Context: an optimization exercise on an open-source flow, tuned for small area. The choices shown serve that exercise and are no tape-out recipe.
Where RTL was checked, it was by simulation tests only, not by an equivalence proof against the original.
Power is estimated from default activity; no workload was simulated.

== the reference run ==
Design Packet_Symbol_Width_adapter, start of the top module:
module Packet_Symbol_Width_adapter #(
		parameter INPUT_SYMBOL_WIDTH  = 256,
		parameter OUTPUT_SYMBOL_WIDTH = 32
	) (
		input  wire        clock_clk,
		input  wire        reset_reset,
		output reg  [OUTPUT_SYMBOL_WIDTH-1:0] aso_out0_data,
		input  wire        aso_out0_ready,
		output wire        aso_out0_valid,
		output wire        aso_out0_endofpacket,
		output wire        aso_out0_startofpacket,
		input  wire [INPUT_SYMBOL_WIDTH-1:0] asi_in0_data,
		output wire        asi_in0_ready,
		input  wire        asi_in0_valid,
		input  wire        asi_in0_endofpacket,
		input  wire        asi_in0_startofpacket
	);
==> module Packet_Symbol_Width_adapter, before the edit <==
module Packet_Symbol_Width_adapter #(
		parameter INPUT_SYMBOL_WIDTH  = 256,
		parameter OUTPUT_SYMBOL_WIDTH = 32
	) (
		input  wire        clock_clk,
		input  wire        reset_reset,
		output reg  [OUTPUT_SYMBOL_WIDTH-1:0] aso_out0_data,
		input  wire        aso_out0_ready,
		output wire        aso_out0_valid,
		output wire        aso_out0_endofpacket,
		output wire        aso_out0_startofpacket,
		input  wire [INPUT_SYMBOL_WIDTH-1:0] asi_in0_data,
		output wire        asi_in0_ready,
		input  wire        asi_in0_valid,
		input  wire        asi_in0_endofpacket,
		input  wire        asi_in0_startofpacket
	);
    localparam W = OUTPUT_SYMBOL_WIDTH;
    localparam N = INPUT_SYMBOL_WIDTH/OUTPUT_SYMBOL_WIDTH;
    reg        sh;
    reg  [3:0] j;
    reg        last;     
    reg        first;    
    wire shift = sh;
    wire hold  = ~(sh | (j[2] & ~j[3]));
    wire keep  = ~sh;
    wire ready = ~sh & j[3];
    wire load  = asi_in0_valid & ready & (~j[2] | asi_in0_startofpacket);
    assign asi_in0_ready          = ready;
    assign aso_out0_valid         = sh ? (j[3] | j[0]) : ~j[3];
    assign aso_out0_startofpacket = first & sh & j[3] & ~j[2];
    assign aso_out0_endofpacket   = last & ~sh & ~j[3];
    wire [W-1:0] din [0:N-1];
    reg  [W-1:0] w   [0:N-1];
    genvar k;
    generate
        for (k = 0; k < N; k = k + 1) begin : g_word
            assign din[k] = asi_in0_data[INPUT_SYMBOL_WIDTH-1-k*W -: W];
            if (k == N-1) begin : g_tail
                always @(posedge clock_clk)
                    w[k] <= din[k];
            end else if (k % 2 == 0) begin : g_inv
                always @(posedge clock_clk)
                    w[k] <= ~((din[k] | {W{shift}}) & (w[k+1] | {W{load}}));
            end else begin : g_true
                always @(posedge clock_clk)
                    w[k] <= ~((w[k+1] | {W{load}}) & ~(din[k] & {W{hold}}));
            end
        end
    endgenerate
    always @(posedge clock_clk) begin
        if (ready) begin
            first <= j[2];
            last  <= ~j[2] & asi_in0_endofpacket;
        end
    end
    always @(posedge clock_clk) begin
        j[1] <= sh & j[2];
        j[0] <= sh & j[1];
    end
    always @(posedge clock_clk or posedge reset_reset) begin
        if (reset_reset) begin
            sh     <= 1'b0;
            j[3:2] <= 2'b11;
        end
        else begin
            sh   <= load | (sh & (j[1] | ~j[0]));
            j[3] <= ~(load | (sh & j[0]));
            j[2] <= ~load & (sh ? j[3] : (j[3] ? j[2] : last));
        end
    end
    always @(posedge clock_clk or posedge reset_reset) begin
        if (reset_reset) begin
            aso_out0_data <= 0;
        end
        else begin
            aso_out0_data <= ~((w[0] | {W{hold}}) & ~(aso_out0_data & {W{keep}}));
        end
    end
endmodule
export LEC_CHECK = 0
export CAP_MARGIN = 20
export CORE_MARGIN = 2
export CORE_UTILIZATION = 70
export PLACE_DENSITY = 0.8
export SLEW_MARGIN = 20
create_clock -name core_clock -period 4.0 [get_ports {clock_clk}]
standard.sh (not shown) runs the stock make flow with config.mk's settings and CLKGATE_MAP_FILE= SYNTH_SCRIPT=/design/flow/synth_recipe.tcl, a recipe that flattens the netlist after the stock synthesis.
==> flow/flow/run.sh <==
#!/bin/bash
# Standard ORFS layout, with the port buffers made from the smallest buffer
# and a clock tree of small buffers without dummy loads.
set -euo pipefail
bash standard.sh "BUFFER_PORTS_ARGS=-buffer_cell sky130_fd_sc_hd__buf_1" \
  "CTS_ARGS=-sink_clustering_enable -repair_clock_nets -dont_use_dummy_load -buf_list sky130_fd_sc_hd__clkbuf_4 -sink_clustering_size 11 -sink_clustering_max_diameter 55" \
  finish > standard.log 2>&1
> inputs changed (the reference run -> the trial run)
==> flow/design.v <==
`timescale 1 ps / 1 ps
module Packet_Symbol_Width_adapter #(
		parameter INPUT_SYMBOL_WIDTH  = 256,
		parameter OUTPUT_SYMBOL_WIDTH = 32
	) (
		input  wire        clock_clk,
		input  wire        reset_reset,
		output reg  [OUTPUT_SYMBOL_WIDTH-1:0] aso_out0_data,
		input  wire        aso_out0_ready,
		output wire        aso_out0_valid,
		output wire        aso_out0_endofpacket,
		output wire        aso_out0_startofpacket,
		input  wire [INPUT_SYMBOL_WIDTH-1:0] asi_in0_data,
		output wire        asi_in0_ready,
		input  wire        asi_in0_valid,
		input  wire        asi_in0_endofpacket,
		input  wire        asi_in0_startofpacket
	);
    localparam W = OUTPUT_SYMBOL_WIDTH;
    localparam N = INPUT_SYMBOL_WIDTH/OUTPUT_SYMBOL_WIDTH;
    reg  [3:0] phase;
    reg        last;     
    reg        first;    
    wire shift = phase[3];
    wire hold  = ~(phase[3] | (phase[1] & ~phase[0]));
    wire keep  = ~(phase[3] | phase[2]);
    wire ready = ~phase[3] & phase[0];
    wire load  = asi_in0_valid & ready & (~phase[1] | asi_in0_startofpacket);
    assign asi_in0_ready          = ready;
    assign aso_out0_valid         = phase[3] ? |phase[2:0] : ~phase[0];
    assign aso_out0_startofpacket = first & phase[3] & ~phase[2] & ~phase[1] & phase[0];
    assign aso_out0_endofpacket   = last & ~phase[3] & ~phase[0];
    wire [W-1:0] din [0:N-1];
    reg  [W-1:0] w   [0:N-1];
    genvar k;
    generate
        for (k = 0; k < N; k = k + 1) begin : g_word
            assign din[k] = asi_in0_data[INPUT_SYMBOL_WIDTH-1-k*W -: W];
            if (k == N-1) begin : g_tail
                always @(posedge clock_clk)
                    w[k] <= din[k];
            end else if (k % 2 == 0) begin : g_inv
                always @(posedge clock_clk)
                    w[k] <= ~((din[k] | {W{shift}}) & (w[k+1] | {W{load}}));
            end else begin : g_true
                always @(posedge clock_clk)
                    w[k] <= ~((w[k+1] | {W{load}}) & ~(din[k] & {W{hold}}));
            end
        end
    endgenerate
    always @(posedge clock_clk) begin
        if (ready) begin
            first <= phase[1];
            last  <= ~phase[1] & asi_in0_endofpacket;
        end
    end
    wire [3:0] phase_nx;
    assign phase_nx[3] = load | (phase[3] & ~(&phase[2:0]));
    assign phase_nx[2] = phase[3] & (phase[2] ^ (phase[1] & phase[0]));
    assign phase_nx[1] = ~load & (phase[3] ? (phase[1] ^ phase[0]) : (phase[0] ? phase[1] : last));
    assign phase_nx[0] = ~load & ~(phase[3] & phase[0]);
    always @(posedge clock_clk or posedge reset_reset) begin
        if (reset_reset) begin
            phase         <= 4'b0011;
            aso_out0_data <= 0;
        end
        else begin
            aso_out0_data <= ~((w[0] | {W{hold}}) & ~(aso_out0_data & {W{keep}}));
            phase <= phase_nx;
        end
    end
endmodule
Notes after the runs:
The trial run finished all stages; the layout is clean.
Max share of synthesized flip-flops with an asynchronous set or reset across the trial run and the reference run: the trial run
The worst supply voltage drop on vdd in the trial run is 0.79 times that in the reference run.
In the trial run, the total length of routed met2 wires came out about 2% above the value in the reference run.
Looking at routed wire length, the trial run sits 2.1% below the reference run.
The trial run ends up with lower number of register bits inferred by synthesis than the reference run does.
When the final numbers for the trial run and the reference run were put side by side, the slew of the pin with the lowest slew margin turned out to be smaller in the reference run.
Of the trial run and the reference run, the run reporting the higher reported net switching power was the reference run.
Via count of the first global-routing pass in the trial run is about 3.6% higher than in the reference run
Met3 track demand over resource in the trial run vs the reference run: down 0.90 points
In the flow results for the trial run and the reference run, the global-route wire length before repair is larger on the reference run.
On the trial run: count of buffer and inverter cells on the critical path is 1 lower than what the reference run gave.
Function not checked in the reference run: the RTL went through the layout flow alone.

---

Starting RTL as in the previous note.
export LEC_CHECK = 0
export CAP_MARGIN = 0
export CORE_MARGIN = 2
export CORE_UTILIZATION = 70
export PLACE_DENSITY = 0.8
export SLEW_MARGIN = 0
create_clock -name core_clock -period 4.0 [get_ports {clock_clk}]
Scripts as last shown in full above: flow/flow/run.sh
Next try:
--- a/flow/design.v
+++ b/flow/design.v
@@ -18,19 +18,18 @@
 	);
     localparam W = OUTPUT_SYMBOL_WIDTH;
     localparam N = INPUT_SYMBOL_WIDTH/OUTPUT_SYMBOL_WIDTH;
-    reg        sh;
-    reg  [3:0] j;
+    reg  [3:0] phase;
     reg        last;     
     reg        first;    
-    wire shift = sh;
-    wire hold  = ~(sh | (j[2] & ~j[3]));
-    wire keep  = ~sh;
-    wire ready = ~sh & j[3];
-    wire load  = asi_in0_valid & ready & (~j[2] | asi_in0_startofpacket);
+    wire shift = phase[3];
+    wire hold  = ~(phase[3] | (phase[1] & ~phase[0]));
+    wire keep  = ~(phase[3] | phase[2]);
+    wire ready = ~phase[3] & phase[0];
+    wire load  = asi_in0_valid & ready & (~phase[1] | asi_in0_startofpacket);
     assign asi_in0_ready          = ready;
-    assign aso_out0_valid         = sh ? (j[3] | j[0]) : ~j[3];
-    assign aso_out0_startofpacket = first & sh & j[3] & ~j[2];
-    assign aso_out0_endofpacket   = last & ~sh & ~j[3];
+    assign aso_out0_valid         = phase[3] ? |phase[2:0] : ~phase[0];
+    assign aso_out0_startofpacket = first & phase[3] & ~phase[2] & ~phase[1] & phase[0];
+    assign aso_out0_endofpacket   = last & ~phase[3] & ~phase[0];
     wire [W-1:0] din [0:N-1];
     reg  [W-1:0] w   [0:N-1];
     genvar k;
@@ -51,31 +50,23 @@
     endgenerate
     always @(posedge clock_clk) begin
         if (ready) begin
-            first <= j[2];
-            last  <= ~j[2] & asi_in0_endofpacket;
+            first <= phase[1];
+            last  <= ~phase[1] & asi_in0_endofpacket;
         end
     end
-    always @(posedge clock_clk) begin
-        j[1] <= sh & j[2];
-        j[0] <= sh & j[1];
-    end
+    wire [3:0] phase_nx;
+    assign phase_nx[3] = load | (phase[3] & ~(&phase[2:0]));
+    assign phase_nx[2] = phase[3] & (phase[2] ^ (phase[1] & phase[0]));
+    assign phase_nx[1] = ~load & (phase[3] ? (phase[1] ^ phase[0]) : (phase[0] ? phase[1] : last));
+    assign phase_nx[0] = ~load & ~(phase[3] & phase[0]);
     always @(posedge clock_clk or posedge reset_reset) begin
         if (reset_reset) begin
-            sh     <= 1'b0;
-            j[3:2] <= 2'b11;
-        end
-        else begin
-            sh   <= load | (sh & (j[1] | ~j[0]));
-            j[3] <= ~(load | (sh & j[0]));
-            j[2] <= ~load & (sh ? j[3] : (j[3] ? j[2] : last));
-        end
-    end
-    always @(posedge clock_clk or posedge reset_reset) begin
-        if (reset_reset) begin
+            phase         <= 4'b0011;
             aso_out0_data <= 0;
         end
         else begin
             aso_out0_data <= ~((w[0] | {W{hold}}) & ~(aso_out0_data & {W{keep}}));
+            phase <= phase_nx;
         end
     end
 endmodule
What happened: Power fell by 3.7%. Synthesized cell count rose by 21%. Clock-buffer cell count does not change. Core utilization fell by 0.31 points. Routed wire length fell by 2.7%. Worst setup slack stays flat. Clock power barely changes. Critical path depth is unchanged. Die area is about the same. Via count rose by 5.8%.
Function not checked in the first run of this note: the RTL went through the layout flow alone.

---

RTL: one of the versions met above, not the one the previous note started from.
Size in the first run: about 300 I/O pins.
==> module Packet_Symbol_Width_adapter, before the edit <==
module Packet_Symbol_Width_adapter #(
		parameter INPUT_SYMBOL_WIDTH  = 256,
		parameter OUTPUT_SYMBOL_WIDTH = 32
	) (
		input  wire        clock_clk,
		input  wire        reset_reset,
		output reg  [OUTPUT_SYMBOL_WIDTH-1:0] aso_out0_data,
		input  wire        aso_out0_ready,
		output wire        aso_out0_valid,
		output wire        aso_out0_endofpacket,
		output wire        aso_out0_startofpacket,
		input  wire [INPUT_SYMBOL_WIDTH-1:0] asi_in0_data,
		output wire        asi_in0_ready,
		input  wire        asi_in0_valid,
		input  wire        asi_in0_endofpacket,
		input  wire        asi_in0_startofpacket
	);
    localparam W = OUTPUT_SYMBOL_WIDTH;
    localparam N = INPUT_SYMBOL_WIDTH/OUTPUT_SYMBOL_WIDTH;
    reg  [3:0] phase;
    reg        last;     
    reg        first;    
    wire shift = phase[3];
    wire hold  = ~(phase[3] | (phase[1] & ~phase[0]));
    wire keep  = ~(phase[3] | phase[2]);
    wire ready = ~phase[3] & phase[0];
    wire load  = asi_in0_valid & ready & (~phase[1] | asi_in0_startofpacket);
    assign asi_in0_ready          = ready;
    assign aso_out0_valid         = phase[3] ? |phase[2:0] : ~phase[0];
    assign aso_out0_startofpacket = first & phase[3] & ~phase[2] & ~phase[1] & phase[0];
    assign aso_out0_endofpacket   = last & ~phase[3] & ~phase[0];
    wire [W-1:0] din [0:N-1];
    reg  [W-1:0] w   [0:N-1];
    genvar k;
    generate
        for (k = 0; k < N; k = k + 1) begin : g_word
            assign din[k] = asi_in0_data[INPUT_SYMBOL_WIDTH-1-k*W -: W];
            if (k == N-1) begin : g_tail
                always @(posedge clock_clk)
                    w[k] <= din[k];
            end else if (k % 2 == 0) begin : g_inv
                always @(posedge clock_clk)
                    w[k] <= ~((din[k] | {W{shift}}) & (w[k+1] | {W{load}}));
            end else begin : g_true
                always @(posedge clock_clk)
                    w[k] <= ~((w[k+1] | {W{load}}) & ~(din[k] & {W{hold}}));
            end
        end
    endgenerate
    always @(posedge clock_clk) begin
        if (ready) begin
            first <= phase[1];
            last  <= ~phase[1] & asi_in0_endofpacket;
        end
    end
    wire [3:0] phase_nx;
    assign phase_nx[3] = load | (phase[3] & ~(&phase[2:0]));
    assign phase_nx[2] = phase[3] & (phase[2] ^ (phase[1] & phase[0]));
    assign phase_nx[1] = ~load & (phase[3] ? (phase[1] ^ phase[0]) : (phase[0] ? phase[1] : last));
    assign phase_nx[0] = ~load & ~(phase[3] & phase[0]);
    always @(posedge clock_clk or posedge reset_reset) begin
        if (reset_reset) begin
            phase         <= 4'b0011;
            aso_out0_data <= 0;
        end
        else begin
            aso_out0_data <= ~((w[0] | {W{hold}}) & ~(aso_out0_data & {W{keep}}));
            phase <= phase_nx;
        end
    end
endmodule
==> flow/config.mk <==
export PLATFORM = sky130hd
export DESIGN_NAME = Packet_Symbol_Width_adapter
export DESIGN_NICKNAME = Packet_Symbol_Width_adapter
export VERILOG_FILES = /design/flow/design.v
export SDC_FILE = /design/flow/constraint.sdc
export NUM_CORES = 4
export LEC_CHECK = 0
export CAP_MARGIN = 0
export CORE_MARGIN = 2
export CORE_UTILIZATION = 70
export PLACE_DENSITY = 0.8
export SLEW_MARGIN = 0
==> flow/constraint.sdc <==
create_clock -name core_clock -period 4.0 [get_ports {clock_clk}]
set_input_delay 0.8000 -clock core_clock [delete_from_list [all_inputs] [get_ports {clock_clk}]]
set_output_delay 0.8000 -clock core_clock [all_outputs]
set_load 0.01 [all_outputs]
==> flow/flow/run.sh <==
#!/bin/bash
# Standard ORFS layout, with the port buffers made from the smallest buffer
# and a clock tree of small buffers without dummy loads.
set -euo pipefail
bash standard.sh "BUFFER_PORTS_ARGS=-buffer_cell sky130_fd_sc_hd__buf_1" \
  "CTS_ARGS=-sink_clustering_enable -repair_clock_nets -dont_use_dummy_load -buf_list sky130_fd_sc_hd__clkbuf_4 -sink_clustering_size 12 -sink_clustering_max_diameter 45" \
  finish > standard.log 2>&1
Edit:
--- a/flow/design.v
+++ b/flow/design.v
@@ -19,16 +19,17 @@
     localparam W = OUTPUT_SYMBOL_WIDTH;
     localparam N = INPUT_SYMBOL_WIDTH/OUTPUT_SYMBOL_WIDTH;
-    reg  [3:0] phase;
+    reg        sh;
+    reg  [3:0] j;
     reg        last;     
     reg        first;    
-    wire shift = phase[3];
-    wire hold  = ~(phase[3] | (phase[1] & ~phase[0]));
-    wire keep  = ~(phase[3] | phase[2]);
-    wire ready = ~phase[3] & phase[0];
-    wire load  = asi_in0_valid & ready & (~phase[1] | asi_in0_startofpacket);
+    wire shift = sh;
+    wire hold  = ~(sh | (j[2] & ~j[3]));
+    wire keep  = ~sh;
+    wire ready = ~sh & j[3];
+    wire load  = asi_in0_valid & ready & (~j[2] | asi_in0_startofpacket);
     assign asi_in0_ready          = ready;
-    assign aso_out0_valid         = phase[3] ? |phase[2:0] : ~phase[0];
-    assign aso_out0_startofpacket = first & phase[3] & ~phase[2] & ~phase[1] & phase[0];
-    assign aso_out0_endofpacket   = last & ~phase[3] & ~phase[0];
+    assign aso_out0_valid         = sh ? (j[3] | j[0]) : ~j[3];
+    assign aso_out0_startofpacket = first & sh & j[3] & ~j[2];
+    assign aso_out0_endofpacket   = last & ~sh & ~j[3];
     wire [W-1:0] din [0:N-1];
     reg  [W-1:0] w   [0:N-1];
@@ -51,21 +52,29 @@
     always @(posedge clock_clk) begin
         if (ready) begin
-            first <= phase[1];
-            last  <= ~phase[1] & asi_in0_endofpacket;
+            first <= j[2];
+            last  <= ~j[2] & asi_in0_endofpacket;
         end
     end
-    wire [3:0] phase_nx;
-    assign phase_nx[3] = load | (phase[3] & ~(&phase[2:0]));
-    assign phase_nx[2] = phase[3] & (phase[2] ^ (phase[1] & phase[0]));
-    assign phase_nx[1] = ~load & (phase[3] ? (phase[1] ^ phase[0]) : (phase[0] ? phase[1] : last));
-    assign phase_nx[0] = ~load & ~(phase[3] & phase[0]);
+    always @(posedge clock_clk) begin
+        j[1] <= sh & j[2];
+        j[0] <= sh & j[1];
+    end
     always @(posedge clock_clk or posedge reset_reset) begin
         if (reset_reset) begin
-            phase         <= 4'b0011;
+            sh     <= 1'b0;
+            j[3:2] <= 2'b11;
+        end
+        else begin
+            sh   <= load | (sh & (j[1] | ~j[0]));
+            j[3] <= ~(load | (sh & j[0]));
+            j[2] <= ~load & (sh ? j[3] : (j[3] ? j[2] : last));
+        end
+    end
+    always @(posedge clock_clk or posedge reset_reset) begin
+        if (reset_reset) begin
             aso_out0_data <= 0;
         end
         else begin
             aso_out0_data <= ~((w[0] | {W{hold}}) & ~(aso_out0_data & {W{keep}}));
-            phase <= phase_nx;
         end
     end
After rerunning: The new run went through all stages and came out clean. Via count shrinks by 6.4%. Synthesized cell count shrinks by about 17%. Worst setup slack is worse by 0.041 ns. Die area hardly moves. Final area grows by about 0.4%. Non-clock buffer count grows by 2. Wire length grows by 1.1%. Count of clock-buffer cells in the layout stays the same. Cell count shrinks by about 11%. Power grows by about 3.7%. Sequential power grows by about 2%. Core utilization grows by 0.31 points. Hold slack barely changes. Global-route usage grows by 0.25 points.
No functional check of the RTL was part of the second run of this note.

==> re-timing with driven ports <==
In the flow no input, the clock included, has a driving cell. The finished layouts below were timed again as built, in two steps.
Step 1: set_driving_cell puts a clkbuf_16 on clock_clk and a buf_2 on each other input, an assumption about the parent block.
Step 2 adds t to the input delays and takes it off the output delays; t is the mean of the earliest and latest rising clock arrival at the registers after step 1. Input paths then give back, and output paths get back, about the clock's delay inside the block.
Slacks: ideal ports / drivers / drivers and shift; pairs: ideal ports / drivers.
run | t, ns | slack for setup (ns) | worst setup path at the end | worst slew at a driven data input, ns
the reference run | 0.659 | 0.919 / 0.884 / 1.543 | register to output | 0.08
the trial run | 0.660 | 0.916 / 0.878 / 1.466 | register to register | 0.07
the first run of note 2 | 0.663 | 0.920 / 0.885 / 1.548 | register to output | 0.08
the second run of note 2 | 0.661 | 0.918 / 0.880 / 1.485 | register to register | 0.07
the first run of note 3 | 0.651 | 0.914 / 0.876 / 1.511 | register to register | 0.06
the second run of note 3 | 0.657 | 0.873 / 0.839 / 1.496 | register to output | 0.08
After both steps setup and hold are still met in every run listed.
